Context: an optimization exercise on an open-source flow, tuned for small area, a short achievable clock period and few clock cycles per item. The choices shown serve that exercise and are no tape-out recipe. Function was checked by simulation only, so behaviour that the tests miss may differ from the original.

==> design.v <==
module bitcoin_hash(input logic        clk, reset_n, start,
                    input logic [15:0] message_addr, output_addr,
                   output logic        done, mem_we,
                   output logic [15:0] mem_addr,
                   output logic [31:0] mem_write_data,
                    input logic [31:0] mem_read_data);
function automatic [31:0] rotr(input [31:0] x, input integer r);
    rotr = (x >> r) | (x << (32 - r));
endfunction
localparam logic [2047:0] KTAB = {
    32'hc67178f2, 32'hbef9a3f7, 32'ha4506ceb, 32'h90befffa,
    32'h8cc70208, 32'h84c87814, 32'h78a5636f, 32'h748f82ee,
    32'h682e6ff3, 32'h5b9cca4f, 32'h4ed8aa4a, 32'h391c0cb3,
    32'h34b0bcb5, 32'h2748774c, 32'h1e376c08, 32'h19a4c116,
    32'h106aa070, 32'hf40e3585, 32'hd6990624, 32'hd192e819,
    32'hc76c51a3, 32'hc24b8b70, 32'ha81a664b, 32'ha2bfe8a1,
    32'h92722c85, 32'h81c2c92e, 32'h766a0abb, 32'h650a7354,
    32'h53380d13, 32'h4d2c6dfc, 32'h2e1b2138, 32'h27b70a85,
    32'h14292967, 32'h06ca6351, 32'hd5a79147, 32'hc6e00bf3,
    32'hbf597fc7, 32'hb00327c8, 32'ha831c66d, 32'h983e5152,
    32'h76f988da, 32'h5cb0a9dc, 32'h4a7484aa, 32'h2de92c6f,
    32'h240ca1cc, 32'h0fc19dc6, 32'hefbe4786, 32'he49b69c1,
    32'hc19bf174, 32'h9bdc06a7, 32'h80deb1fe, 32'h72be5d74,
    32'h550c7dc3, 32'h243185be, 32'h12835b01, 32'hd807aa98,
    32'hab1c5ed5, 32'h923f82a4, 32'h59f111f1, 32'h3956c25b,
    32'he9b5dba5, 32'hb5c0fbcf, 32'h71374491, 32'h428a2f98};
localparam logic [31:0] IV0 = 32'h6a09e667, IV1 = 32'hbb67ae85, IV2 = 32'h3c6ef372, IV3 = 32'ha54ff53a,
                        IV4 = 32'h510e527f, IV5 = 32'h9b05688c, IV6 = 32'h1f83d9ab, IV7 = 32'h5be0cd19;
function automatic [63:0] csa(input [31:0] x, input [31:0] y, input [31:0] z);
    csa = {x ^ y ^ z, ((x & y) | (x & z) | (y & z)) << 1};
endfunction
function automatic [31:0] add_bk(input [31:0] x, input [31:0] y);
    logic [31:0] gg, pp;
    gg = x & y;
    pp = x ^ y;
    for (int l = 0; l < 5; l++)
        for (int i = 0; i < 32; i++)
            if (((i + 1) % (2 << l)) == 0) begin
                gg[i] = gg[i] | (pp[i] & gg[i - (1 << l)]);
                pp[i] = pp[i] & pp[i - (1 << l)];
            end
    for (int l = 3; l >= 0; l--)
        for (int i = 0; i < 32; i++)
            if (((i + 1) % (2 << l)) == (1 << l) && i >= (2 << l)) begin
                gg[i] = gg[i] | (pp[i] & gg[i - (1 << l)]);
                pp[i] = pp[i] & pp[i - (1 << l)];
            end
    add_bk = (x ^ y) ^ {gg[30:0], 1'b0};
endfunction
logic [31:0] a, b, c, d, e, f, g, h;
logic [31:0] w [0:15];
logic [31:0] ra [0:3];
logic [31:0] re [0:3];
logic [31:0] m;
logic        busy;       
logic        pro;        
logic [7:0]  tau;        
logic [3:0]  nonce;
logic        we_r;
logic [15:0] addr_r;
assign done           = ~busy;
assign mem_we         = we_r;
assign mem_addr       = addr_r;
assign mem_write_data = d;
logic        busy_n, pro_n, we_n;
logic [7:0]  tau_n;
logic [3:0]  nonce_n;
always_comb begin
    busy_n = busy; pro_n = pro; tau_n = tau + 8'd1; nonce_n = nonce;
    we_n = 1'b0;
    if (!busy) begin
        tau_n = 8'd0;
        pro_n = 1'b1;
        nonce_n = 4'd0;
        if (start) busy_n = 1'b1;
    end else if (pro) begin
        if (tau == 8'd81) begin pro_n = 1'b0; tau_n = 8'd0; end
    end else begin
        if (tau == 8'd134) we_n = 1'b1;
        if (tau == 8'd135) begin
            tau_n = 8'd0;
            nonce_n = nonce + 4'd1;
            if (nonce == 4'd15) busy_n = 1'b0;
        end
    end
end
localparam SEL_RND = 2'd0, SEL_ROT = 2'd1, SEL_IV = 2'd2, SEL_MID = 2'd3;
typedef struct packed {
    logic [1:0] asel;       
    logic       emit_w;     
    logic       emit_r;     
    logic       yzero;      
    logic [1:0] wsel;       
    logic [2:0] wc;         
    logic       kz1;        
    logic       kfold;      
    logic       kiv;        
    logic       tp;         
    logic       aload;      
    logic       awr;        
    logic [1:0] ainc;       
} ctrl_t;
function automatic ctrl_t decode(input logic bz, input logic pr, input logic [7:0] t);
    ctrl_t r;
    r = '0;
    r.asel = SEL_ROT;
    r.tp = t[0];            
    if (!bz) begin
        r.aload = 1'b1;
    end else if (pr) begin
        if (t == 8'd71) r.aload = 1'b1;
        if (t == 8'd72) r.ainc = 2'd1;
        if (t >= 8'd2 && t <= 8'd17) r.wsel = 2'd1;
        if (t == 8'd1 || t == 8'd9) r.asel = SEL_IV;
        if (t >= 8'd2 && t <= 8'd5) begin r.emit_r = 1'b1; r.yzero = 1'b1; end
        if (t == 8'd8 || t == 8'd80) r.kz1 = 1'b1;
        if (t == 8'd9) r.kiv = 1'b1;
        if (t >= 8'd10 && t <= 8'd73) r.asel = SEL_RND;
        if (t >= 8'd74 && t <= 8'd77) r.emit_r = 1'b1;
        if (t >= 8'd78) r.asel = SEL_MID;
        if (t >= 8'd74 && t <= 8'd76) r.wsel = 2'd1;
        if (t >= 8'd77) r.wsel = 2'd2;
        if (t == 8'd78) r.wc = 3'd2;         
    end else begin
        if (t <= 8'd63) r.asel = SEL_RND;
        if (t >= 8'd64 && t <= 8'd67) r.emit_w = 1'b1;
        if (t == 8'd67) begin r.asel = SEL_IV; r.kiv = 1'b1; end
        if (t == 8'd66 || t == 8'd134) r.kz1 = 1'b1;
        if (t == 8'd130) r.kfold = 1'b1;
        if (t >= 8'd68 && t <= 8'd131) r.asel = SEL_RND;
        if (t >= 8'd132) r.asel = SEL_MID;
        if (t == 8'd125) r.aload = 1'b1;
        if (t == 8'd126) r.ainc = 2'd1;
        if (t == 8'd133) begin r.aload = 1'b1; r.awr = 1'b1; end
        if (t == 8'd134) r.ainc = 2'd2;
        if (t <= 8'd7) begin r.wsel = 2'd2; r.wc = (t == 8'd7) ? 3'd3 : 3'd0; end
        if (t >= 8'd68 && t <= 8'd75) begin
            r.wsel = 2'd2;
            r.wc = (t == 8'd68) ? 3'd2 : (t == 8'd75) ? 3'd4 : 3'd0;
        end
        if (t >= 8'd128 && t <= 8'd130) r.wsel = 2'd1;
        if (t >= 8'd131) begin
            r.wsel = 2'd2;
            r.wc = (t == 8'd131) ? 3'd1 : (t == 8'd132) ? 3'd2 : 3'd0;
        end
    end
    decode = r;
endfunction
ctrl_t ct, ct_n;
assign ct_n = decode(busy, pro_n, tau_n);
always_ff @(posedge clk, negedge reset_n) begin
    if (!reset_n) begin
        busy  <= 1'b0;
        pro   <= 1'b0;
        tau   <= 8'd0;
        nonce <= 4'd0;
        we_r  <= 1'b0;
        ct    <= '0;
    end else begin
        busy  <= busy_n;
        pro   <= pro_n;
        tau   <= tau_n;
        nonce <= nonce_n;
        we_r  <= we_n;
        ct    <= ct_n;
    end
end
logic [5:0] kidx;       
logic [3:0] wnonce;     
always_ff @(posedge clk) begin
    kidx   <= ct.kz1 ? 6'd0 : kidx + 6'd1;
    wnonce <= pro ? 4'd0 : nonce + 4'd1;
end
wire [31:0] s1  = rotr(e, 6) ^ rotr(e, 11) ^ rotr(e, 25);
wire [31:0] ch  = (e & f) ^ (~e & g);
wire [31:0] s0  = rotr(a, 2) ^ rotr(a, 13) ^ rotr(a, 22);
wire [31:0] maj = (a & b) ^ (a & c) ^ (b & c);
wire [31:0] c1s, c1c, c2s, c2c, c3s, c3c, e1s, e1c, e2s, e2c;
assign {c1s, c1c} = csa(ch, maj, m);         
assign {c2s, c2c} = csa(s0, s1, c1s);
assign {c3s, c3c} = csa(c2s, c2c, c1c);
assign {e1s, e1c} = csa(ch, m, d);           
assign {e2s, e2c} = csa(e1s, e1c, s1);
wire        rnd   = (ct.asel == SEL_RND);
wire [31:0] a_cy  = (c3s + c3c) ^ c3s ^ c3c;
wire [31:0] e_cy  = (e2s + e2c) ^ e2s ^ e2c;
wire [31:0] kk = ct.kfold ? 32'hc67178f2 + IV0 : ct.kiv ? 32'h428a2f98 + IV7 : KTAB[32*kidx +: 32];
wire [31:0] m1s, m1c;
assign {m1s, m1c} = csa(w[9], g & {32{~ct.kiv}}, kk);
wire [31:0] sg0 = rotr(w[1], 7) ^ rotr(w[1], 18) ^ (w[1] >> 3);
wire [31:0] sg1 = rotr(w[14], 17) ^ rotr(w[14], 19) ^ (w[14] >> 10);
wire [31:0] n1s, n1c, n2s, n2c;
assign {n1s, n1c} = csa(sg1, w[9], sg0);
assign {n2s, n2c} = csa(n1s, n1c, w[0]);
wire [31:0] w_next = add_bk(n2s, n2c);
wire [31:0] xa = ct.tp ? c : a;
wire [31:0] xe = ct.tp ? g : e;
wire [31:0] sum_a = add_bk(xa, ra[3] & {32{~ct.yzero}});
wire [31:0] sum_e = add_bk(xe, re[3] & {32{~ct.yzero}});
wire [31:0] mid_a = ct.tp ? ra[2] : ra[0];
wire [31:0] mid_e = ct.tp ? re[2] : re[0];
logic [31:0] wconst, w_in, a_in, e_in, a_oth, e_oth;
always_comb begin
    case (ct.wc)
    3'd1:    wconst = {28'd0, wnonce};
    3'd2:    wconst = 32'h80000000;
    3'd3:    wconst = 32'd640;
    3'd4:    wconst = 32'd256;
    default: wconst = 32'd0;
    endcase
    if (ct.emit_w) w_in = sum_e;
    else case (ct.wsel)
    2'd0:    w_in = w_next;
    2'd1:    w_in = mem_read_data;
    default: w_in = wconst;
    endcase
    case (ct.asel)
    SEL_IV:  begin a_oth = IV0; e_oth = IV4; end
    SEL_MID: begin a_oth = mid_a; e_oth = mid_e; end
    default: begin a_oth = d; e_oth = h; end
    endcase
    a_in = (rnd ? c3s ^ c3c : a_oth) ^ (a_cy & {32{rnd}});
    e_in = (rnd ? e2s ^ e2c : e_oth) ^ (e_cy & {32{rnd}});
end
wire ivl = (ct.asel == SEL_IV);
always_ff @(posedge clk) begin
    a <= a_in; b <= ivl ? IV1 : a; c <= ivl ? IV2 : b; d <= ivl ? IV3 : c;
    e <= e_in; f <= ivl ? IV5 : e; g <= ivl ? IV6 : f; h <= ivl ? IV7 : g;
    for (int i = 0; i < 15; i++) w[i] <= w[i+1];
    w[11] <= ct.emit_w ? sum_a : w[12];
    w[15] <= w_in;
    ra[0] <= ct.emit_r ? sum_a : ra[3]; ra[1] <= ra[0]; ra[2] <= ra[1]; ra[3] <= ra[2];
    re[0] <= ct.emit_r ? sum_e : re[3]; re[1] <= re[0]; re[2] <= re[1]; re[3] <= re[2];
    m <= add_bk(m1s, m1c);
    addr_r <= ct.aload ? (ct.awr ? output_addr : message_addr)
                       : addr_r + ((ct.ainc == 2'd1) ? 16'd16 : (ct.ainc == 2'd2) ? {12'd0, nonce} : 16'd1);
end
endmodule
==> flow/run.sh <==
#!/bin/bash
# Layout with the standard flow (standard.sh), with these changes:
#  - synthesis skips the full-adder extraction (ADDER_MAP_FILE empty), so the
#    carry-save adders of the SHA-256 round map to faster XOR/majority logic;
#    synthesis script, passes, flattening and renaming are otherwise standard;
#  - optionally, ports are buffered with buf_2 cells.
set -euo pipefail
EXTRA="ADDER_MAP_FILE= SETUP_SLACK_MARGIN=6.4 'BUFFER_PORTS_ARGS=-buffer_cell sky130_fd_sc_hd__buf_2'"
sed "s|\"\${@:-finish}\"|$EXTRA \"\${@:-finish}\"|" standard.sh > standard_own.sh
grep -q 'SETUP_SLACK_MARGIN=6.4' standard_own.sh
bash standard_own.sh synth > synth.log 2>&1
bash standard_own.sh finish > layout.log 2>&1
==> standard.sh <==
#!/bin/bash
# synth_recipe.tcl (not shown) runs the flow's synth.tcl, then flattens the netlist and writes it again
# the make line also repeats each setting of config.mk as NAME=value (left out here)
make -C /OpenROAD-flow-scripts/flow DESIGN_CONFIG=/design/flow/config.mk WORK_HOME=/design/flow/orfs CLKGATE_MAP_FILE= SYNTH_SCRIPT=/design/flow/synth_recipe.tcl "${@:-finish}"
==> config.mk <==
export PLATFORM = sky130hd
export DESIGN_NAME = bitcoin_hash
export DESIGN_NICKNAME = bitcoin_hash
export VERILOG_FILES = /design/flow/design.v
export SDC_FILE = /design/flow/constraint.sdc
export NUM_CORES = 8
export LEC_CHECK = 0
export ABC_AREA = 1
export CAP_MARGIN = 20
export CORE_MARGIN = 2
export CORE_UTILIZATION = 50
export CTS_CLUSTER_DIAMETER = 100
export CTS_CLUSTER_SIZE = 20
export SETUP_SLACK_MARGIN = 5
export SLEW_MARGIN = 20
==> constraint.sdc <==
create_clock -name core_clock -period 10.0 [get_ports {clk}]
set_input_delay 2.0000 -clock core_clock [delete_from_list [all_inputs] [get_ports {clk}]]
set_output_delay 2.0000 -clock core_clock [all_outputs]
set_load 0.01 [all_outputs]
==> results of run 1 <==
what timing repair did:
item,in CTS,in global routing
pin swaps,8,46
resized for setup,167,446
cloned,2,10
buffers inserted,15,82
setup endpoints to repair,176,119
worst register-to-register path, delay by kind of cell (launching register included):
kind | cells | cell delay [ns]
buf+inv | 1 | 0.16
flops | 1 | 0.51
compound gates | 4 | 1.05
xor+xnor | 2 | 0.76
simple gates | 10 | 1.12
synth_stat cells (62+ instances only):
cell,count,area (sq um)
dfxtp_1,1082,21700
xnor2_1,190,1660
a21oi_1,193,966
inv_1,944,3540
o21ai_0,502,2510
or2_2,94,588
nand3_1,483,2420
nor2_1,487,1830
nand2_1,2418,9080
clkbuf_1,117,439
xor2_1,329,2880
o21ai_1,62,310
layer usage:
layer / global-route usage (%) / routed length, microns / share of wire (%)
met2: 53.8 / 85000 / 44
met1: 45.8 / 83100 / 43
met5: 0 / 96 / 0.050
met3: 5.53 / 16600 / 8.6
met4: 13.2 / 8530 / 4.4
kinds of logic after synthesis:
kind of cell	Yosys count
simple gates	3723
buf+inv	1174
flops	1114
compound gates	1054
xor+xnor	528
fa+ha+maj	1
final timing paths:
check / startpoint / slack [ns] / endpoint
max in group asynchronous: reset_n / 8.05 / ct[14]
worst max register to register: e[6] / 6.35 / a[31]
worst min register to register: w[10][1] / 0.30 / w[9][1]
min in group asynchronous: reset_n / 1.38 / tau[4]
worst min-delay path: w[10][1] / 0.30 / w[9][1]
worst max-delay path: e[6] / 6.35 / a[31]
through the flow:
step                      hold slack (ns)  std cells  setup WS [ns]  area, sq um
after floorplan                     0.310       7594           7.23        53400
after global placement              0.310       8924           5.31        55000
after detailed placement            0.312       8924           5.45        55000
after CTS                           0.303       9027           6.35        57800
after global routing                0.304       9119           6.23        60200
final                               0.301       9124           6.35        60200
layout by cell type, fill, tap and decap left out, types with 81 or more instances in the layout:
cell type / netlist / final
nor2_1: 487 / 435
inv_1: 944 / 926
or2_2: 94 / 94
a21oi_1: 193 / 173
dfxtp_2: 0 / 81
buf_4: 17 / 109
xor2_1: 329 / 270
xnor2_1: 190 / 173
dfxtp_1: 1082 / 961
nand3_1: 483 / 456
o21ai_0: 502 / 456
buf_2: 42 / 116
nand2_1: 2418 / 2358
cell type report:
class                           count  area (sq um)
Fill cell                       10200         45500
Multi-Input combinational cell   5307         28100
Sequential cell                  1114         22700
Inverter                          966          3680
Timing Repair Buffer              255          2060
Tap cell                         1391          1740
Clock buffer                       73          1730
Clock inverter                     13           189
Antenna cell                        5          12.5
==> run summary, run 1 <==
The number of detailed-route iterations in the first pass came out at 9. STA classifies the critical path endpoint as a flip-flop. The aggregate global routing overflow came out at 0.

The core region is about 110000 sq um. The floorplan row count came out at between 100 and 150.

The final critical path takes up 36.5% of the cycle. Traced cell by cell, the critical path runs through xnor2_1 -> xor2_2 -> nand2_1 -> a21oi_1 -> nand2_1 -> a21oi_1 -> nor2_2 -> buf_4 -> a21oi_4 -> o21ai_4 -> nand2_1 -> nand3_1 -> nand2_1 -> nand2_1 -> nand2_1 -> nand2_1 -> nand2_1. The final core area utilization came out at between 50 and 60%. The clock tree from TritonCTS is done. The worst-skew pair later-pin latency came out at around 0.69 ns.

The final number of hold-violating endpoints was 0. The die is between 300 and 400 microns wide. The tightest slew margin relative to the limit is 21.9%. At the worst endpoint, the arrival time is between 4 and 5 ns. The estimated wirelength of the detail-placed design is approximately 150000 microns. The count of pins over their slew limit is 0. The number of cells traversed by the worst hold path is 0. Input and output buffers added on the ports amount to approximately 120. Ranked by flip-flop count, first place goes to w. The cell that appears most often on the critical path is nand2_1. The total wire length came out at approximately 190000 microns. The master of the slowest instance on the critical path is xor2_2.

The total DRC errors in the routed layout came out at 0. The number of violations of the max-capacitance limit came out at 0. The number of H-tree branching levels is 3.

The post-detailed-route via-to-cell ratio is between 5 and 6. The portion of the post-synthesis area used by sequential elements came out at 42.0%. The average wire per standard cell is 21.2 microns. The main combinational cell family by area after synthesis is simple AND/OR/NAND/NOR gates. The floorplan die height came out at 331 microns. The via count of the first global-routing pass is approximately 44k.

The number of different library cells used by synthesis comes to 75. In this run, synthesis produced a sequential element count of roughly 1.1k. The number of cell instances on the worst register-to-register path came out at 17. The top achievable clock speed is ~270 MHz. The first global-routing pass estimated ~270000 microns of wire. The post-synthesis instance total came out at roughly 7.6k.

The worst clock skew came out at 0.0468 ns. The slew of the pin with the lowest slew margin is roughly 1.2 ns. The net count of the finished layout came out at between 7k and 8k. The congestion estimate from routability-driven global placement came to between 0.9 and 1. The number of hold buffers added after CTS was 0.

The count of flip-flops with a built-in enable after synthesis came out at 0. Entering global routing, the biggest net connects 95 pins. For this run, the leading register cell type out of synthesis is dfxtp_1.

Clock tree synthesis found a total of between 1k and 1.5k sinks. Yosys printed 4 warnings. The synthesized netlist occupies a cell area of around 53000 sq um. Setup repair after global routing could not meet its margin everywhere. The proportion of synthesized area in mux cells is 0%. Counting every net in the synthesized netlist gives ~7.7k.

In this run, CTS created clock tree buffers numbering 67. Of all nets on the critical path, the largest fanout is 6. The synthesized netlist devotes a little under an eighth of its cell area to compound gates. The total number of vias came out at around 50k. The number of cells on the critical path is 17. The worst setup path is launched from a flip-flop.

The number of buffers and inverters on the critical path is 1. The first routing iteration left ~4.5k violations. The fraction of the mapped netlist area in adder cells is less than 1%. The xor/xnor share of the synthesized area is under 10%.

The post-synthesis share of cell area spent on and, or, nand and nor gates is approximately 29%. Global routing used between 30 and 40% of the available tracks. The count of nets left with antenna violations once routing finished came out at 0.

The final period demand of the worst path came out at between 3 and 4 ns. The cell family contributing the most delay on the critical path is simple AND/OR/NAND/NOR gates. The critical setup path kind is flip-flop to flip-flop. Averaged over all synthesized cells, the footprint is approximately 7 sq um. The effective utilization at floorplan came out at between 50% and 60%. The number of top-level pins came out at 117. The initial antenna violation count was 11. The clock tree buffer depth is 3.

The path class of the tightest hold or removal check is flip-flop to flip-flop. The setup TNS after final layout is 0 ns. At the worst endpoint, the required time is 10.63 ns. The stage delay of the slowest cell on the critical path is approximately 0.55 ns.

For this run, asynchronously set or reset flops after synthesis account for about 2.9%. The flow ran to the end and the layout has no timing, DRC or antenna violations. The fraction of final layout cells with drive strength greater than 1 came out at between 10% and 20%. Clock-pin slew was measured on the worst setup and hold paths at 0.09 ns.

CTS placed an instance of clkbuf_16 at the clock tree root. The largest registers in the layout are w x512, ra x128, re x128. The layout overhead on the synthesized area came out at 12.7%. The setup-violating endpoint count in the final report is 0. The register with the most flip-flops in the layout has 512 of them.

The die covers 110000 sq um.
Testbench counts, summed over its fixed seeds: cycles 90,360, hashes 640.
==> inputs of run 2 (changes only) <==
--- a/flow/run.sh
+++ b/flow/run.sh
@@ -5,8 +5,8 @@
 #    synthesis script, passes, flattening and renaming are otherwise standard;
 #  - optionally, ports are buffered with buf_2 cells.
 set -euo pipefail
-EXTRA="ADDER_MAP_FILE= SETUP_SLACK_MARGIN=6.4 'BUFFER_PORTS_ARGS=-buffer_cell sky130_fd_sc_hd__buf_2'"
+EXTRA="ADDER_MAP_FILE= SETUP_SLACK_MARGIN=6.6 'BUFFER_PORTS_ARGS=-buffer_cell sky130_fd_sc_hd__buf_2'"
 sed "s|\"\${@:-finish}\"|$EXTRA \"\${@:-finish}\"|" standard.sh > standard_own.sh
-grep -q 'SETUP_SLACK_MARGIN=6.4' standard_own.sh
+grep -q 'SETUP_SLACK_MARGIN=6.6' standard_own.sh
 bash standard_own.sh synth > synth.log 2>&1
 bash standard_own.sh finish > layout.log 2>&1
==> run 2 against run 1 <==
Net effect: first-iteration DRC count rose by 4.1%; still clean; clock skew fell by 0.0050 ns; worst hold slack better by 0.0057 ns; critical endpoint is now m[31]; sequential cell count did not move.
==> run summary, run 2 <==
The via count of the first global-routing pass came out at 44.4k. The total wire length came out at a little under 200000 microns. The setup TNS after final layout came out at 0 ns. After detailed routing, the number of remaining DRC violations is 0.

The slowest stage of the critical path is the dfxtp_4 cell. After synthesis the cells add up to approximately 53000 sq um. The worst-path maximum fanout is 8. The estimated wirelength of the detail-placed design came out at between 100000 and 150000 microns. The type of element capturing the critical path is a flip-flop.

The post-synthesis instance total came out at roughly 7.6k. Setup repair after global routing could not meet its margin everywhere. The initial utilization of the core area, before any placement, comes to about half. Once detail routing completed, the nets flagged for antenna violations numbered 0. The clock tree from TritonCTS is done. Routability-driven placement finished with a final weighted congestion of around 0.97. The Yosys warning count came out at 4. The number of hold buffers added after CTS came out at 0. The path with the worst hold slack has its endpoint at re[2][9]. The worst-skew pair later-pin latency came out at around 0.69 ns. Across the run, the number of max-cap violations was 0. The layout overhead on the synthesized area is 18.6%.

The final number of hold-violating endpoints came out at 0. The worst hold path begins at re[1][9]. The root buffer cell is clkbuf_16. Pin placement for this block handled about 120 I/O pins. In the final layout, the registers with the most flip-flops are w x512, ra x128, re x128. The data arrival time of the critical path came out at 4.06 ns. The fill cell instance count of the final layout is around 9.7k.

The portion of the post-synthesis area used by sequential elements is 42.0%. The critical path is of the flip-flop to flip-flop type. The top routing layer in use is met5.

The floorplan die height came out at between 300 and 400 microns. For the worst setup path, the data required time is ~11 ns. The post-detailed-route via-to-cell ratio is between 5 and 6. The flip-flop count of the largest register, all copies and words added came out at about 510.

The number of cells traversed by the worst hold path is 0. For this run, the slowest stage of the critical path takes about 0.42 ns. The count of flip-flops with a built-in enable after synthesis is 0.

At the pin with the least slew margin, the transition time is ~1.2 ns. The average cell area after synthesis came out at 7.04 sq um. The number of distinct standard cells referenced by the synthesized netlist came out at 75. The TritonCTS buffer count came out at between 60 and 70. The count of pins over their slew limit came out at 0. The horizontal die dimension came out at 331 microns. The share of synthesized flip-flops with an asynchronous set or reset came out at under 10%.

The number of H-tree branching levels came out at 3. Detailed routing placed a total of ~18000 microns of wire on met3. In the synthesized netlist the dominant register cell turns out to be dfxtp_1. The initial antenna violation count is 10. The clock input transition at the sequential cells of the worst setup and hold paths is roughly 0.090 ns. In this run, synthesis produced a sequential element count of 1114. In the layout the commonest cells are nand2_1, dfxtp_1, inv_1. The number of nets handed over by synthesis was 7661. By count the netlist is led by nand2_1, dfxtp_1, inv_1.

The first-iteration detailed-routing DRC count is roughly 4.7k. The worst setup slack for register-to-register paths came out at approximately 6.5 ns. Measured in cells, the most critical reg-to-reg path has a length of 21. Dividing the detail-routed wire length by the instance count gives about 21 microns. On the final layout, the worst clock skew is 0.0418 ns. The worst path uses between 30% and 40% of the clock period.

The wire length on met2 came out at ~90000 microns. The number of detailed-route iterations in the first pass is 6. The flow ran to the end and the layout has no timing, DRC or antenna violations. Timing would allow up to 288 MHz.

In this run the critical register-to-register path is captured at m[31]. The floorplan step defined a die boundary enclosing approximately 110000 sq um. The clock tree buffer depth came out at 3. The routed length on met1 is approximately 83000 microns.

The final period demand of the worst path is around 3.5 ns. nand2_1 is the most common cell in the netlist. The cell occurring most often along the worst timing path is nand2_1. Leaving out fill and tap cells, the most frequent cell in the layout is nand2_1. The net count of the finished layout came out at just under 8k.

The biggest area contributor in the post-synthesis netlist is dfxtp_1. The tightest slew margin relative to the limit came out at approximately a fifth. More flip-flops sit in one register than any other, and that register is w.

Input and output buffers added on the ports amount to roughly 120. The share of Yosys cell area claimed by the top area cell type came out at approximately two fifths. The setup-violating endpoint count in the final report came out at 0. The critical path goes through nor2_4 -> nor2_2 -> nor2_1 -> nor2_1 -> nand3b_1 -> nand3_1 -> nand3_1 -> nand2_1 -> o21ai_0 -> inv_1 -> or2_2 -> nand2_1 -> o21ai_0 -> a21oi_1 -> nand2_4 -> nand2_2 -> nand2_2 -> nand2_2 -> nand2_1 -> nand2_1 -> nand2_1. Entering global routing, the biggest net connects 77 pins. The total clock sinks is ~1.1k. The worst setup path is launched from a flip-flop. The area of the core is between 100000 and 150000 sq um. The floorplan row count came out at 119. On the final layout, the worst hold slack is between 0.3 and 0.4 ns. The fraction of final layout cells with drive strength greater than 1 is a little under a fifth. The total number of vias came out at between 40k and 50k. The first global-routing pass estimated ~280000 microns of wire. The aggregate global routing overflow is 0. By area the synthesized netlist is led by dfxtp_1, nand2_1, inv_1.

The total global-route track usage is 34.2%. In this run the critical register-to-register path is launched from kidx[0]. The path class of the lowest-slack min-delay path is flip-flop to flip-flop.
## run 2: layer usage
metal	vias up	GRT usage (%)
met5	-	0
met4	12	12.5
met3	448	5.48
met2	1982	55.0
met1	23300	46.3
li1	24200	-
## run 2: cell families after synthesis
logic type / count (synthesis) / share of synthesized area, %
xor gates and xnor gates: 528 / 8.78
adders and majority gates: 1 / 0.0187
and+or+nand+nor: 3723 / 29.1
DFF: 1114 / 42.0
AOI/OAI and AO/OA: 1054 / 11.4
buffers and inverters: 1174 / 8.67
## run 2: final cells by class
| cell class | instances | area (sq um) | share of cell area, % |
|---|---|---|---|
| diodes | 4 | 10.0 | 0.0158 |
| flip-flops and latches | 1114 | 22800 | 36.0 |
| well taps | 1391 | 1740 | 2.75 |
| multi-input cells | 5306 | 30200 | 47.6 |
| inverters | 966 | 3740 | 5.90 |
| repair buffers | 342 | 2970 | 4.69 |
| clock inverters | 13 | 189 | 0.298 |
| clock buffers | 73 | 1730 | 2.73 |
## run 2: worst max-delay path by stage
stage            start   endpoint  slack (ns)
2_1_floorplan   ct[13]  ra[0][27]        7.23
3_3_place_gp   kidx[2]      m[31]        5.31
3_5_place_dp   kidx[2]      m[31]        5.45
4_1_cts        kidx[1]      m[31]        6.53
5_1_grt        kidx[1]      m[31]        6.38
6_report       kidx[0]      m[31]        6.52
## run 2: repair_timing
item                                    in CTS  in global routing
gates cloned                                 4                 12
endpoints found under the setup margin     205                139
pin swaps                                   32                155
resized for setup                          381                838
buffers inserted                            56                122
## run 2: through the flow
step	instances	setup WS (ns)	area [sq um]	util (%)
global placement	8924	5.31	55000	52.1
floorplan	7594	7.23	53400	-
global route	9206	6.38	63300	59.9
CTS	9070	6.53	58900	55.7
finish	9209	6.52	63400	59.9
detailed placement	8924	5.45	55000	52.1
## run 2: critical path, delay by kind of cell, from the launching register on
kind	cells	cell delay (ns)
DFF	1	0.42
and+or+nand+nor	17	2.38
AOI/OAI and AO/OA	3	0.56
buffers and inverters	1	0.07
==> inputs of run 3 (changes only) <==
--- a/flow/run.sh
+++ b/flow/run.sh
@@ -5,8 +5,8 @@
 #    synthesis script, passes, flattening and renaming are otherwise standard;
 #  - optionally, ports are buffered with buf_2 cells.
 set -euo pipefail
-EXTRA="ADDER_MAP_FILE= SETUP_SLACK_MARGIN=6.6 'BUFFER_PORTS_ARGS=-buffer_cell sky130_fd_sc_hd__buf_2'"
+EXTRA="ADDER_MAP_FILE= SETUP_SLACK_MARGIN=6.5 'BUFFER_PORTS_ARGS=-buffer_cell sky130_fd_sc_hd__buf_2'"
 sed "s|\"\${@:-finish}\"|$EXTRA \"\${@:-finish}\"|" standard.sh > standard_own.sh
-grep -q 'SETUP_SLACK_MARGIN=6.6' standard_own.sh
+grep -q 'SETUP_SLACK_MARGIN=6.5' standard_own.sh
 bash standard_own.sh synth > synth.log 2>&1
 bash standard_own.sh finish > layout.log 2>&1
--- a/config.mk
+++ b/config.mk
@@ -6,10 +6,10 @@
 export NUM_CORES = 8
 export LEC_CHECK = 0
 export ABC_AREA = 1
-export CAP_MARGIN = 20
+export CAP_MARGIN = 10
 export CORE_MARGIN = 2
 export CORE_UTILIZATION = 50
 export CTS_CLUSTER_DIAMETER = 100
 export CTS_CLUSTER_SIZE = 20
 export SETUP_SLACK_MARGIN = 5
-export SLEW_MARGIN = 20
+export SLEW_MARGIN = 10
==> run 3 against run 2 <==
Net effect: still clean on timing, DRC and antenna; first-iteration DRC count decreased by 3.3%; area after synthesis did not move; final cell count shrank 0.55%; critical path type unchanged; count of clock-buffer cells in the layout unchanged; core utilization fell by 1.8 points; design area is 3.0% lower; sequential share of layout area rose by 1.1 points; critical path depth down 4.
==> run summary, run 3 <==
TritonCTS built the clock tree. The worst clock skew came out at between 0.04 and 0.05 ns. The fraction of final layout cells with drive strength greater than 1 came out at between 15 and 20%. The cell area after synthesis is roughly 53000 sq um. The total clock sinks came out at approximately 1.1k. The total DRC errors in the routed layout came out at 0. The floorplan die height came out at around 330 microns. In this run, post-CTS hold repair placed 0 buffers. The final number of hold-violating endpoints came out at 0. The cell count after synthesis came out at 7594.

The Yosys warning count came out at 4. For the pin with the worst max-slew slack, the measured transition is roughly 1.2 ns. The layout overhead on the synthesized area came out at 15.0%. The first global-routing pass estimated ~280000 microns of wire. The number of violations of the max-capacitance limit came out at 0. The flip-flop count of the largest register, all copies and words added is 512.

The run finished with no timing, DRC or antenna violations. The total global-route track usage came out at roughly 34%. The setup TNS after final layout is 0 ns.

The summed area of non-filler cells in the final layout came out at approximately 61000 sq um. The average wire per standard cell came out at ~21 microns.

Yosys mapped the design onto between 70 and 80 distinct sky130hd cell types. The largest net degree at the start of global routing came out at 77. Counting instances in the post-synthesis netlist gives the leading cell types as nand2_1, dfxtp_1, inv_1. The aggregate global routing overflow came out at 0.

The tightest slew margin relative to the limit is ~20%. When the netlist entered floorplanning its net count stood at 7661. The estimated wirelength of the detail-placed design came out at between 100000 and 150000 microns. The critical setup path kind is flip-flop to flip-flop.

The net count of the finished layout came out at slightly below 8k. Counting I/O delays and the setup requirement, the final critical path takes about 3.5 ns. The clock input transition at the sequential cells of the worst setup and hold paths came out at around 0.09 ns. The critical path data required time is roughly 11 ns. The top achievable clock speed is approximately 280 MHz.

The largest total area in the synthesized netlist belongs to dfxtp_1. The area of the core is ~110000 sq um. The cell total after placement came out at about 8.9k. The clock tree buffer depth is 3.

The horizontal die dimension came out at between 300 and 400 microns. Summed over its instances, the top area cell type makes up around two fifths of the synthesized netlist area. The largest registers in the layout are w x512, ra x128, re x128. Ranked by flip-flop count, first place goes to w. The worst hold path belongs to the class flip-flop to flip-flop. The via count of the first global-routing pass was 44.2k. The filler cells instantiated in the layout total between 10k and 15k.

The data arrival time of the critical path came out at just over 4 ns. The count of pins over their slew limit was 0. Leaving out fill and tap cells, the most frequent cells in the layout are nand2_1, dfxtp_1, inv_1. Summing over every cut layer, the via total after detailed routing is 49.3k. The commonest non-fill, non-tap cell in the layout is nand2_1.

The initialized floorplan defines between 100 and 150 standard-cell rows. The initial antenna violation count came out at 12. Once placement finished, the instance area stood at 55000 sq um. A synthesized cell averages between 7 and 8 sq um.

Counting flops with an async set or reset pin after synthesis yields a share of 2.87%. The portion of the post-synthesis area used by sequential elements came out at around 42%. The synthesized design contains 1114 register bits. The first TritonRoute pass finished after 9 iterations. The final antenna-violating net count is 0.

The share of the clock period used by the worst path after layout came out at between 30% and 40%. The effective utilization at floorplan is 50.6%. In the post-synthesis netlist, the cell with the most instances is nand2_1. Setup repair after global routing could not meet its margin everywhere. Setup violations remaining at the end of the flow were counted as 0. The detailed router finished its first iteration with ~4.6k violations. STA classifies the critical path startpoint as a flip-flop. The commonest register cell after synthesis is dfxtp_1. The worst-path maximum fanout came out at 6.

The number of H-tree branching levels is 3. The TritonCTS buffer count came out at between 60 and 70. The die covers 110000 sq um. The count of flip-flops with a built-in enable after synthesis is 0. Yosys attributes the largest share of cell area to dfxtp_1, nand2_1, inv_1. The later pin in the worst-skew pair is clocked with a latency of 0.69 ns. For this block, the routed nets add up to about 200000 microns of wire. The number of input and output port buffers inserted came out at roughly 120. Leaving out filler cells and counting taps, the final layout contains 9158. STA classifies the critical path endpoint as a flip-flop.

The post-detailed-route via-to-cell ratio came out at between 5 and 6. The cell sitting at the root of the clock tree is a clkbuf_16. The routability congestion estimate from global placement came out at ~0.97. For this design the top-level I/O count stands at about 120.
==> run 3: changes by cell type in the layout (fill, tap and decap cells not counted), moves of 15 or more <==
cell / change
nand2_2: -78
nand3_2: -21
o21ai_0: +17
nand2_1: +97
nand3_1: +26
xor2_1: +30
xor2_2: -24
buf_4: -43
dfxtp_1: +17
nor2_1: +16
nand2_4: -15
nor2_4: -17
==> run 3: logic make-up after synthesis <==
family          count (synthesis)  share of synthesized area (%)
simple gates                 3723                           29.1
buf+inv                      1174                           8.67
flops                        1114                           42.0
compound gates               1054                           11.4
xor+xnor                      528                           8.78
fa+ha+maj                       1                         0.0187
==> run 3: critical path: stages (launching register included) <==
cell	delay, ns
dfxtp_4	0.42
xnor2_2	0.26
xor2_2	0.31
or2_2	0.18
nand2_1	0.08
xor2_2	0.20
or2_2	0.30
nand2_1	0.08
xor2_1	0.08
or2_2	0.31
nand2_1	0.14
o21ai_0	0.16
a21oi_1	0.27
o21ai_0	0.17
a21oi_1	0.17
nand2_2	0.13
nand3b_1	0.10
nand2_1	0.05
==> run 3: worst paths after layout <==
| check | startpoint | end | slack [ns] | cells after the start |
|---|---|---|---|---|
| min reg2reg | w[11][7] | w[10][7] | 0.31 | 0 |
| min | w[11][7] | w[10][7] | 0.31 | 0 |
| max in group asynchronous | reset_n | busy | 8.04 | 1 |
| max | e[8] | a[30] | 6.48 | 17 |
| min in group asynchronous | reset_n | tau[4] | 1.38 | 1 |
| max reg2reg | e[8] | a[30] | 6.48 | 17 |
==> run 3: metal layers <==
layer | share of wire, % | wire [microns] | vias up | GRT usage (%)
li1 | - | - | 24000 | -
met1 | 42 | 82700 | 22800 | 46.0
met2 | 44 | 85700 | 1953 | 54.7
met3 | 9.3 | 18100 | 439 | 5.65
met4 | 4.5 | 8890 | 12 | 12.5
met5 | 0.040 | 79 | - | 0
==> run 3: layout make-up <==
class | instances | area (sq um) | share of cell area (%)
multi-input combinational | 5307 | 28800 | 46.9
clock inverter | 13 | 189 | 0.308
inverter | 966 | 3720 | 6.05
clock buffer | 73 | 1730 | 2.82
timing repair buffer | 287 | 2460 | 4.01
sequential | 1114 | 22800 | 37.1
antenna | 7 | 17.5 | 0.0285
tap | 1391 | 1740 | 2.83
==> run 3: metrics by stage <==
stage                     hold slack (ns)  utilization [%]  setup slack [ns]
after floorplan                     0.310                -              7.23
after global placement              0.310             52.1              5.31
after detailed placement            0.312             52.1              5.45
after CTS                           0.303             55.2              6.46
after global routing                0.303             58.1              6.31
final                               0.307             58.1              6.48
==> run 3: repair_timing <==
action | in CTS | in global routing
buffers inserted | 37 | 89
endpoints found under the hold margin | 0 | 0
gates resized for setup | 260 | 593
pin swaps | 16 | 83
gates cloned | 4 | 11
setup endpoints to repair | 191 | 124
==> inputs of run 4 (changes only) <==
--- a/config.mk
+++ b/config.mk
@@ -6,10 +6,10 @@
 export NUM_CORES = 8
 export LEC_CHECK = 0
 export ABC_AREA = 1
-export CAP_MARGIN = 10
+export CAP_MARGIN = 20
 export CORE_MARGIN = 2
 export CORE_UTILIZATION = 50
 export CTS_CLUSTER_DIAMETER = 100
 export CTS_CLUSTER_SIZE = 20
 export SETUP_SLACK_MARGIN = 5
-export SLEW_MARGIN = 10
+export SLEW_MARGIN = 20
==> run 4 against run 3 <==
Net effect: final cell count barely moved; clock skew barely moved; via count fell by 0.19%; critical path type unchanged; count of clock-buffer cells in the layout did not move; worst hold slack got worse by 0.0028 ns; worst setup slack got worse by 0.016 ns; core utilization barely moved.
==> run summary, run 4 <==
Routability-driven placement finished with a final weighted congestion of 0.974.

After detailed routing, the number of vias per cell comes to between 5 and 6. The net count of the finished layout is 7813. Buffers placed on the I/O ports in this run total between 100 and 150. Setup repair after global routing could not meet its margin everywhere. The run finished with no timing, DRC or antenna violations. The root buffer cell is clkbuf_16. The slew of the pin with the lowest slew margin came out at roughly 1.2 ns.

The largest register by flop count is w. The average wire per standard cell is 21.3 microns. The worst-skew pair later-pin latency came out at between 0.6 and 0.7 ns.

The slowest stage of the critical path belongs to the cell dfxtp_4. The share of synthesized flip-flops with an asynchronous set or reset came out at 2.87%. The area of the core came out at between 100000 and 150000 sq um. The share of Yosys cell area claimed by the top area cell type came out at 40.5%. For this configuration, the core starts out at a cell density of 50.6%. The die covers approximately 110000 sq um. The endpoint identified for the worst register-to-register timing path is a[30].

Counting the buffers created by CTS gives 67. Leaving out fill and tap cells, the most frequent cells in the layout are nand2_1, dfxtp_1, inv_1. The initial antenna violation count came out at 12.

The total DRC errors in the routed layout is 0. The clock tree buffer depth came out at 3. The data arrival time of the critical path is slightly above 4 ns. Summed over all failing endpoints, the final setup total negative slack is 0 ns. The number of cells traversed by the worst hold path is 0. Along the worst path, the maximum fanout reaches 6. Setup violations remaining at the end of the flow were counted as 0. The cell type with the highest aggregate area in the netlist is dfxtp_1. In the finished design, the share of the clock period the worst path needs comes to between 30% and 40%.

The worst setup slack for register-to-register paths is 6.46 ns. The leading cell type by number of instances after synthesis is nand2_1.

The via count of the first global-routing pass came out at 44.2k. The tightest slew margin relative to the limit came out at 20.3%. The floorplan row count is approximately 120. The flip-flop count of the largest register, all copies and words added is between 500 and 600. The average cell area after synthesis is about 7.0 sq um. The worst clock skew came out at 0.0431 ns. The worst hold path terminates at re[2][9].

The number of cell instances on the worst register-to-register path is 17. Sorting the synthesized cells by area gives the leading types as dfxtp_1, nand2_1, inv_1. Relative to the synthesized area, the layout overhead comes to 15.0%. In the final layout, the registers with the most flip-flops are w x512, ra x128, re x128. The path class of the tightest hold or removal check is flip-flop to flip-flop.

The final number of hold-violating endpoints is 0. The post-synthesis instance total came out at between 7k and 8k. STA classifies the critical path endpoint as a flip-flop. After filler insertion, the fill cell instance count of the layout stands at 9999.

The floorplan die height is 331 microns. Yosys mapped the design onto 75 distinct sky130hd cell types. Data on the critical path is required at its endpoint by between 10 and 15 ns. Synthesis produced a netlist with a net count of roughly 7.7k.

In the final layout, the share of cells above drive strength 1 is between 15 and 20%. The total clock sinks came out at between 1k and 1.5k. After synthesis, the most frequently instantiated cells are nand2_1, dfxtp_1, inv_1. The number of top-level pins is approximately 120.

The aggregate global routing overflow came out at 0. The commonest non-fill, non-tap cell in the layout is nand2_1. CTS built an H-tree with a depth of 3.

In this run the critical register-to-register path is launched from e[8]. The synthesized flop and latch total came out at 1114. After clock tree synthesis, the clock-pin slew on the worst setup and hold paths is approximately 0.090 ns. The number of detailed-route iterations in the first pass is 6.

The commonest register cell after synthesis is dfxtp_1. The portion of the post-synthesis area used by sequential elements came out at about 42%. Across the run, the number of max-cap violations was 0. Traced cell by cell, the critical path runs through xnor2_2 -> xor2_2 -> or2_2 -> nand2_1 -> xor2_2 -> or2_2 -> nand2_1 -> xor2_1 -> or2_2 -> nand2_1 -> o21ai_0 -> a21oi_1 -> o21ai_0 -> a21oi_1 -> nand2_2 -> nand3b_1 -> nand2_1. The clock tree from TritonCTS is done. After legalization and detailed placement, the total HPWL measured approximately 150000 microns. The total number of vias is 49.2k. The final period demand of the worst path came out at 3.54 ns.

By instance count, the cell type seen most on the critical path is nand2_1. The cell area after synthesis is approximately 53000 sq um. The count of flip-flops with a built-in enable after synthesis came out at 0. The final antenna-violating net count came out at 0. Entering global routing, the biggest net connects between 70 and 80 pins. By startpoint and endpoint, the worst setup path is classified as flip-flop to flip-flop.

STA classifies the critical path startpoint as a flip-flop. The global-route wire length before repair came out at approximately 280000 microns. The total wire length came out at 195000 microns. The floorplan step set the die width to between 300 and 400 microns.

The Yosys warning count is 4. The largest single stage delay on the critical path is ~0.42 ns.

The first-iteration detailed-routing DRC count is between 4k and 5k. The top achievable clock speed is ~280 MHz. At the end of the flow the core is filled with cells to between 50 and 60%. Global routing consumed, over all layers together, 34.1% of the routing resources. The count of pins over their slew limit is 0.

The source of the worst hold timing path is re[1][9].
[run 4: area by class of cell]
class	count	area, sq um	share of cell area (%)
antenna	5	12.5	0.0204
clock buffer	73	1730	2.82
clock inverter	13	189	0.307
inverter	966	3710	6.04
multi-input combinational	5307	28800	46.8
sequential	1114	22800	37.0
tap	1391	1740	2.83
timing repair buffer	290	2520	4.10
[run 4: cells by family after synthesis]
| kind of cell | Yosys count | share of synthesized area [%] |
|---|---|---|
| AOI/OAI and AO/OA | 1054 | 11.4 |
| buffers and inverters | 1174 | 8.67 |
| adders and majority gates | 1 | 0.0187 |
| DFF | 1114 | 42.0 |
| xor gates and xnor gates | 528 | 8.78 |
| and+or+nand+nor | 3723 | 29.1 |
[run 4: worst max path at each step]
stage / to / start / cells past startpoint / slack (ns)
3_3_place_gp: m[31] / kidx[2] / 24 / 5.31
4_1_cts: w[11][31] / ct[4] / 25 / 6.46
5_1_grt: a[30] / e[20] / 21 / 6.31
6_report: a[30] / e[8] / 17 / 6.46
2_1_floorplan: ra[0][27] / ct[13] / 21 / 7.23
3_5_place_dp: m[31] / kidx[2] / 24 / 5.45
[run 4: critical path: cells and delay by family (launching register included)]
family                    cells  cell delay (ns)
AOI/OAI and AO/OA             4             0.75
DFF                           1             0.42
xor gates and xnor gates      4             0.87
and+or+nand+nor               9             1.38
[run 4: through the flow]
step / cells / setup slack (ns) / hold slack, ns / instance area (sq um)
6_report: 9159 / 6.46 / 0.304 / 61500
5_1_grt: 9155 / 6.31 / 0.303 / 61500
4_1_cts: 9051 / 6.46 / 0.303 / 58300
3_5_place_dp: 8924 / 5.45 / 0.312 / 55000
3_3_place_gp: 8924 / 5.31 / 0.310 / 55000
2_1_floorplan: 7594 / 7.23 / 0.310 / 53400
[run 4: layer usage]
metal	global-route usage, %	up-vias	wire, microns
met5	0	-	80
met4	12.5	12	9170
met3	5.65	435	17100
met2	54.7	1871	85400
met1	46.0	22900	83400
li1	-	24000	-
[run 4: what timing repair did]
| action | in CTS | in global routing |
|---|---|---|
| gates cloned | 4 | 11 |
| pin swaps | 16 | 78 |
| buffers inserted | 37 | 91 |
| setup endpoints to repair | 191 | 124 |
| resized for setup | 260 | 586 |
| hold buffers | 0 | 0 |
==> inputs of run 5 (changes only) <==
--- a/config.mk
+++ b/config.mk
@@ -8,7 +8,7 @@
 export ABC_AREA = 1
 export CAP_MARGIN = 20
 export CORE_MARGIN = 2
-export CORE_UTILIZATION = 50
+export CORE_UTILIZATION = 40
 export CTS_CLUSTER_DIAMETER = 100
 export CTS_CLUSTER_SIZE = 20
 export SETUP_SLACK_MARGIN = 5
==> run 5 against run 4 <==
Net effect: still clean; register-to-register slack better by 0.096 ns; synthesized cell count did not move; worst setup slack better by 0.056 ns; via count decreased by 0.17%; count of clock-buffer cells in the layout is 3 higher; highest routed layer unchanged.
==> run summary, run 5 <==
The pre-antenna-repair detailed-routing pass consisted of 6 iterations. The proportion of synthesized area in mux cells came out at 0%. The routability congestion estimate from global placement is between 0.9 and 1. The compound-cell area share of the yosys netlist came out at between 10% and 20%. The share of synthesized flip-flops with an asynchronous set or reset is under 10%.

The most common cell in the synthesized netlist is nand2_1. The largest net degree at the start of global routing came out at 83. Detailed placement ended at an HPWL of 150000 microns.

The buffers plus inverters on the worst setup path came out at 1. The final non-filler cell total is between 9k and 10k. In this run the number of H-tree levels came out at 3. Ranked by instance count, the synthesized netlist is headed by nand2_1, dfxtp_1, inv_1. The cell type with the highest aggregate area in the netlist is dfxtp_1. The top achievable clock speed came out at 287 MHz. The TritonCTS buffer count came out at 68. The fraction of final layout cells with drive strength greater than 1 is 15.7%. TritonCTS built the clock tree. In the layout the commonest cells are nand2_1, dfxtp_1, inv_1. The clock input transition at the sequential cells of the worst setup and hold paths is roughly 0.09 ns.

At the worst endpoint, the required time is about 8 ns. The critical path goes through buf_2. The final antenna-violating net count is 0.

The largest registers in the layout are w x512, ra x128, re x128. The slew of the pin with the lowest slew margin is about 1.1 ns. After technology mapping, the gate count stands at around 7.6k. The total number of vias is between 40k and 50k.

The total clock sinks came out at between 1k and 1.5k. Global routing consumed, over all layers together, between 20 and 30% of the routing resources. The routed design could run at a clock period as short as between 3 and 4 ns. The share of Yosys cell area claimed by the top area cell type is slightly above 40%. The synthesized design contains 1114 register bits.

The horizontal die dimension is approximately 370 microns. The run finished with no timing, DRC or antenna violations. The setup-violating endpoint count in the final report came out at 0. The die outline area came out at between 100000 and 150000 sq um.

The first-iteration detailed-routing DRC count came out at around 4.7k. The tool flagged a number of max-cap violations equal to 0. The critical setup path kind is flip-flop to output pin. For this run, the leading register cell type out of synthesis is dfxtp_1. For the worst setup path, the data arrival time is between 1 and 1.5 ns. The aggregate global routing overflow came out at 0. In this run the worst hold path is classified as flip-flop to flip-flop. The total placed instance area came out at approximately 56000 sq um. The final layout contains 7821 nets.

The count of pins over their slew limit is 0. Dividing the final minimum period by the clock period gives between 30% and 40%. The average cell area after synthesis is between 7 and 8 sq um. The cell sitting at the root of the clock tree is a clkbuf_16. In this run the tightest slew margin relative to its limit is about a quarter.

The largest register by flop count is w. At the later pin of the worst-skew pair, clock insertion delay measures 0.73 ns. The portion of the post-synthesis area used by sequential elements came out at a little over two fifths. On the final layout, the worst clock skew is about 0.048 ns. Ranked by total cell area, the synthesized netlist is headed by dfxtp_1, nand2_1, inv_1. The register with the most flip-flops in the layout has between 500 and 600 of them. Setup repair after global routing could not meet its margin everywhere. When the netlist entered floorplanning its net count stood at between 7k and 8k. The final core area utilization is between 40% and 50%.

The count of flip-flops with a built-in enable after synthesis came out at 0. Yosys printed 4 warnings. Relative to the synthesized area, the layout overhead comes to 16.1%. The number of hold buffers added after CTS is 0. The floorplan die height is around 370 microns. The setup TNS after final layout came out at 0 ns. Across all hold checks on the routed design, the worst slack comes to 0.317 ns. In this design, the stage delay of the slowest critical-path cell is 0.56 ns. The global-route wire length before repair came out at about 280000 microns. The number of distinct standard cells referenced by the synthesized netlist is 75. The number of top-level pins is roughly 120. The cell total after placement came out at around 9.3k. In this design, the largest share of critical-path delay is due to flip-flops.

The number of input and output port buffers inserted is approximately 120. The final number of hold-violating endpoints was 0. The xor/xnor share of the synthesized area came out at 8.78%. The startpoint class of the critical path is a flip-flop. The summed area of non-filler cells in the final layout came out at a little over 60000 sq um. The effective utilization at floorplan is roughly two fifths. The master of the slowest instance on the critical path is dfxtp_1. After synthesis, the largest family of logic cells by area is simple AND/OR/NAND/NOR gates. The total DRC errors in the routed layout is 0. The initial antenna violation count is 8. The post-detailed-route via-to-cell ratio is between 5 and 6. The fraction of the mapped netlist area in adder cells came out at less than 1%.

The worst-path maximum fanout came out at 4. In this run the core area contains 134 standard-cell rows. The total area inside the core boundary comes to 133000 sq um. The cell area after synthesis is about 53000 sq um. The final layout contains routed wiring with a total length of around 200000 microns.

The via count of the first global-routing pass came out at approximately 44k. The library cell used most frequently in the layout, excluding fill and tap cells, is nand2_1. Of the total synthesized cell area, the portion taken by AND, OR, NAND and NOR gates is between 20% and 30%. In the final routed layout, each cell accounts on average for around 20 microns. The clock passes through at most 3 buffers. STA classifies the critical path endpoint as an output pin.
==> run 5: kinds of logic (layout without fill, tap and decap cells) <==
family                   Yosys count  after routing
flip-flops                      1114           1114
XOR/XNOR                         528            528
buffers and inverters           1174           1354
AO/OA/AOI/OAI                   1054           1054
adder cells (fa/ha/maj)            1              1
other                              0              5
AND/OR/NAND/NOR                 3723           3723
==> run 5: worst paths after layout <==
check | start | end | slack (ns) | cells after the start
min in group asynchronous | reset_n | nonce[3] | 1.37 | 1
worst min-delay path | w[8][16] | w[7][16] | 0.32 | 0
worst max-delay path | d[20] | mem_write_data[20] | 6.52 | 1
max in group asynchronous | reset_n | ct[4] | 8.08 | 1
worst max register to register | e[3] | a[30] | 6.56 | 18
worst min register to register | w[8][16] | w[7][16] | 0.32 | 0
==> run 5: what timing repair did <==
| item | 4_1_cts | 5_1_grt |
|---|---|---|
| gates resized for setup | 247 | 642 |
| hold endpoints to repair | 0 | 0 |
| pin swaps | 15 | 105 |
| gates cloned | 5 | 8 |
| setup buffers | 32 | 106 |
| setup endpoints to repair | 203 | 144 |
==> run 5: per-layer routing <==
layer | vias to the layer above | track usage (%) | wire length [microns]
li1 | 24000 | - | -
met4 | 4 | 7.86 | 7600
met5 | - | 0 | 27
met1 | 23100 | 37.5 | 86200
met3 | 345 | 4.70 | 15200
met2 | 1628 | 44.3 | 86300
==> run 5: final cells by class <==
| class | count | area, sq um |
|---|---|---|
| Timing Repair Buffer | 296 | 2380 |
| Tap cell | 1768 | 2210 |
| Fill cell | 13400 | 70900 |
| Inverter | 966 | 3710 |
| Antenna cell | 5 | 12.5 |
| Clock inverter | 14 | 210 |
| Multi-Input combinational cell | 5306 | 28900 |
| Timing Repair inverter | 2 | 16.3 |
| Sequential cell | 1114 | 22800 |
| Clock buffer | 76 | 1760 |
==> run 5: per-stage QoR <==
stage | setup slack [ns]
after CTS | 6.45
after detailed placement | 5.22
after global placement | 5.32
after floorplan | 7.23
after global routing | 6.26
final | 6.52
==> inputs of run 6 (changes only) <==
--- a/config.mk
+++ b/config.mk
@@ -8,7 +8,7 @@
 export ABC_AREA = 1
 export CAP_MARGIN = 20
 export CORE_MARGIN = 2
-export CORE_UTILIZATION = 40
+export CORE_UTILIZATION = 60
 export CTS_CLUSTER_DIAMETER = 100
 export CTS_CLUSTER_SIZE = 20
 export SETUP_SLACK_MARGIN = 5
==> run 6 against run 5 <==
Net effect: still clean on timing, DRC and antenna; core utilization increased by 23 points; wire length shrank 1.9%; fmax is 1.7% lower; worst hold slack got worse by 0.0077 ns; via count up 3.5%.
==> run summary, run 6 <==
The run finished with no timing, DRC or antenna violations. Of all cell types, the one taking the most synthesized area is dfxtp_1. STA puts the critical path data arrival time at roughly 4.1 ns. The commonest register cell after synthesis is dfxtp_1. The number of nets in the synthesized netlist is 7661. The cell occurring most often along the worst timing path is nand2_1. In this run, synthesis inferred 0 flip-flops with an integrated enable. The post-synthesis instance total came out at about 7.6k.

The post-detailed-route via-to-cell ratio is 5.69. The number of detailed-route iterations in the first pass is 8. The commonest cells after synthesis are nand2_1, dfxtp_1, inv_1. The die outline area is between 90000 and 100000 sq um. The tree is rooted in a clkbuf_16. In the layout the commonest cells are nand2_1, dfxtp_1, inv_1. In this run the cell area of the synthesized design comes to 53400 sq um. The average wire per standard cell is between 20 and 25 microns.

Detailed placement finished with a half-perimeter wire length of between 100000 and 150000 microns. The global routing usage on met3 came out at under 10%. The layout overhead on the synthesized area came out at 14.7%. Cells with a size suffix above 1 make up ~16% of the layout. The worst hold path belongs to the class flip-flop to flip-flop.

The TritonCTS buffer count is 66. The setup TNS after final layout is 0 ns.

Setup repair after global routing could not meet its margin everywhere. The share of the clock period used by the worst path after layout came out at between 30% and 40%. The slew of the pin with the lowest slew margin is between 1 and 1.5 ns. The share of Yosys cell area claimed by the top area cell type came out at around two fifths. The congestion estimate from routability-driven global placement came to 1.03.

The final period demand of the worst path is between 3 and 4 ns. After the first detailed-routing iteration, the DRC count stood at between 5k and 6k. The worst setup path is launched from a flip-flop. The clock input transition at the sequential cells of the worst setup and hold paths came out at ~0.090 ns. The top achievable clock speed came out at around 280 MHz. The routing usage on met1 came out at between 50% and 60%.

The total clock sinks is roughly 1.1k. The flip-flop count of the largest register, all copies and words added is 512. The tightest slew margin relative to the limit came out at approximately a fifth. After synthesis, the cell types taking the most area are dfxtp_1, nand2_1, inv_1. Detailed routing inserted a total of 50.8k vias. The count of pins over their slew limit came out at 0.

The global-route wire length before repair is between 200000 and 300000 microns. The average cell area after synthesis came out at 7.04 sq um. The via count of the first global-routing pass is approximately 46k. The number of distinct standard cells referenced by the synthesized netlist came out at 75. The clock tree from TritonCTS is done. For the worst-skew pair, the clock arrives at the later sink with an insertion delay of roughly 0.67 ns. The register with the most flip-flops in the final layout is w.

The final layout contains just under 8k nets. By startpoint and endpoint, the worst setup path is classified as flip-flop to flip-flop. The total area inside the core boundary comes to around 88000 sq um. The stage delay of the slowest cell on the critical path came out at around 0.48 ns. The synthesized flop and latch total is roughly 1.1k. The number of input and output port buffers inserted came out at around 120. The global routing stage identified its most utilized layer as met2. The master of the slowest instance on the critical path is dfxtp_4. The largest registers in the layout are w x512, ra x128, re x128. The final antenna-violating net count came out at 0. In this run the vertical extent of the chip is around 300 microns. Walking the worst path, the cells encountered are nand2_1 -> o21ai_2 -> nand2_1 -> nand2_2 -> xor2_1 -> or2_2 -> nand2_1 -> nand2_1 -> nand4_1 -> nand2_2 -> nor2_2 -> inv_1 -> nor2_2 -> nor2_2 -> o21ai_2 -> nand2_1 -> nand3_2 -> nand2_1 -> nand3_1 -> nand2_1 -> nand2_1 -> nand2_1 -> nand2_1 -> nand2_1. For the worst setup path, the data required time is around 11 ns. The horizontal die dimension is between 300 and 400 microns. The number of violations of the max-capacitance limit came out at 0. The number of hold buffers added after CTS is 0.

The total global-route track usage came out at 39.9%. The effective utilization at floorplan came out at roughly three fifths. The number of top-level pins came out at 117. The initial antenna violation count came out at 6.

STA classifies the critical path endpoint as a flip-flop. The share of synthesized flip-flops with an asynchronous set or reset is under 10%. The met2 track demand over resource is a little over three fifths.

The worst setup margin is ~6.5 ns. Among all cell types in the netlist, the one instantiated most often is nand2_1. In the routed design, unresolved DRC markers number 0. The total wire length came out at between 150000 and 200000 microns. The portion of the post-synthesis area used by sequential elements came out at a little over two fifths.

The setup-violating endpoint count in the final report is 0. The final number of hold-violating endpoints is 0. OpenSTA, run right after detailed placement, puts the worst setup slack at roughly 5.6 ns. The worst-path maximum fanout came out at 6.

Summed over all layers, the global routing overflow is 0. The initialized floorplan defines roughly 110 standard-cell rows. No sink is reached through more buffers than the 3 on the longest clock path. The commonest non-fill, non-tap cell in the layout is nand2_1. The Yosys warning count came out at 4.

The number of H-tree branching levels came out at 3. The clock arrives with ~0.028 ns of skew. The largest net degree at the start of global routing came out at 80.
## run 6: changes by cell type in the layout (fill, tap and decap cells not counted), sizes merged
| cell | delta |
|---|---|
| diode | -4 |
| bufbuf | +1 |
| clkinvlp | -3 |
| clkbuf | -5 |
| buf | -1 |
| inv | -3 |
## run 6: kinds of logic (layout without fill, tap and decap cells)
| family | count (synthesis) | after routing | share of synthesized area (%) |
|---|---|---|---|
| simple gates | 3723 | 3723 | 29.1 |
| compound gates | 1054 | 1054 | 11.4 |
| other cells | 0 | 1 | 0 |
| flops | 1114 | 1114 | 42.0 |
| fa+ha+maj | 1 | 1 | 0.0187 |
| buf+inv | 1174 | 1343 | 8.67 |
| xor+xnor | 528 | 528 | 8.78 |
## run 6: what timing repair did
item | 4_1_cts | 5_1_grt
pin swaps | 13 | 104
resized for setup | 248 | 636
gates cloned | 4 | 6
setup buffers | 25 | 113
hold endpoints to repair | 0 | 0
setup endpoints to repair | 183 | 135
## run 6: cell type report
cell class / instances / area [sq um]
repair buffers: 294 / 2410
fillers: 7451 / 27100
flip-flops and latches: 1114 / 22700
inverters: 966 / 3700
well taps: 1165 / 1460
diodes: 1 / 2.50
clock inverters: 10 / 180
clock buffers: 73 / 1700
multi-input cells: 5306 / 29100
## run 6: final timing paths
check	startpoint	endpoint	slack (ns)	cells past startpoint
max in group asynchronous	reset_n	busy	8.09	1
max reg2reg	e[7]	e[27]	6.46	24
min in group asynchronous	reset_n	tau[2]	1.37	1
min	w[15][16]	w[14][16]	0.31	0
max	e[7]	e[27]	6.46	24
min reg2reg	w[15][16]	w[14][16]	0.31	0
## run 6: metal layers
| metal | wire [microns] | part of all wire (%) |
|---|---|---|
| met4 | 10700 | 5.6 |
| met2 | 84300 | 44 |
| met1 | 75600 | 39 |
| met5 | 11 | 0.0057 |
| met3 | 20800 | 11 |
## run 6: critical path: cells and delay by family, from the launching register on
kind	cells	cell delay, ns
buffers and inverters	1	0.13
AND/OR/NAND/NOR	20	2.37
XOR/XNOR	1	0.08
AO/OA/AOI/OAI	2	0.32
flip-flops	1	0.48
## run 6: metrics by stage
| step | cells | area, sq um | hold slack, ns | util (%) |
|---|---|---|---|---|
| finish | 8929 | 61300 | 0.309 | 69.3 |
| CTS | 8809 | 57900 | 0.317 | 65.5 |
| detailed placement | 8697 | 54700 | 0.312 | 61.9 |
| global placement | 8697 | 54700 | 0.310 | 61.9 |
| floorplan | 7594 | 53400 | 0.310 | - |
| global route | 8928 | 61300 | 0.319 | 69.3 |

[re-timing with driven ports]
The results above use ideal ports. As a check the final layouts listed here were re-extracted and re-timed, cells and wires unchanged. Step 1 assumes that a clkbuf_16 drives the clock port and a buf_2 every other input. Step 2 adds t to the input delays and takes it off the output delays; t is the mean of the earliest and latest rising clock arrival at the registers after step 1. Input paths then give back, and output paths get back, about the clock's delay inside the block. Slacks: ideal ports / drivers / drivers and shift; pairs: ideal ports / drivers.
| run | t, ns | setup slack, ns | latest minus earliest clock arrival (ns) | cell pins on the clock port's net |
|---|---|---|---|---|
| run 1 | 0.746 | 6.346 / 6.346 / 6.346 | 0.047 / 0.047 | 1 |
| run 2 | 0.747 | 6.522 / 6.522 / 6.522 | 0.045 / 0.044 | 1 |
| run 3 | 0.746 | 6.480 / 6.480 / 6.480 | 0.046 / 0.045 | 1 |
| run 4 | 0.748 | 6.464 / 6.464 / 6.464 | 0.045 / 0.045 | 1 |
| run 5 | 0.784 | 6.520 / 6.440 / 6.556 | 0.050 / 0.051 | 1 |
| run 6 | 0.731 | 6.461 / 6.461 / 6.461 | 0.034 / 0.034 | 1 |
After both steps setup and hold are still met in every run listed.
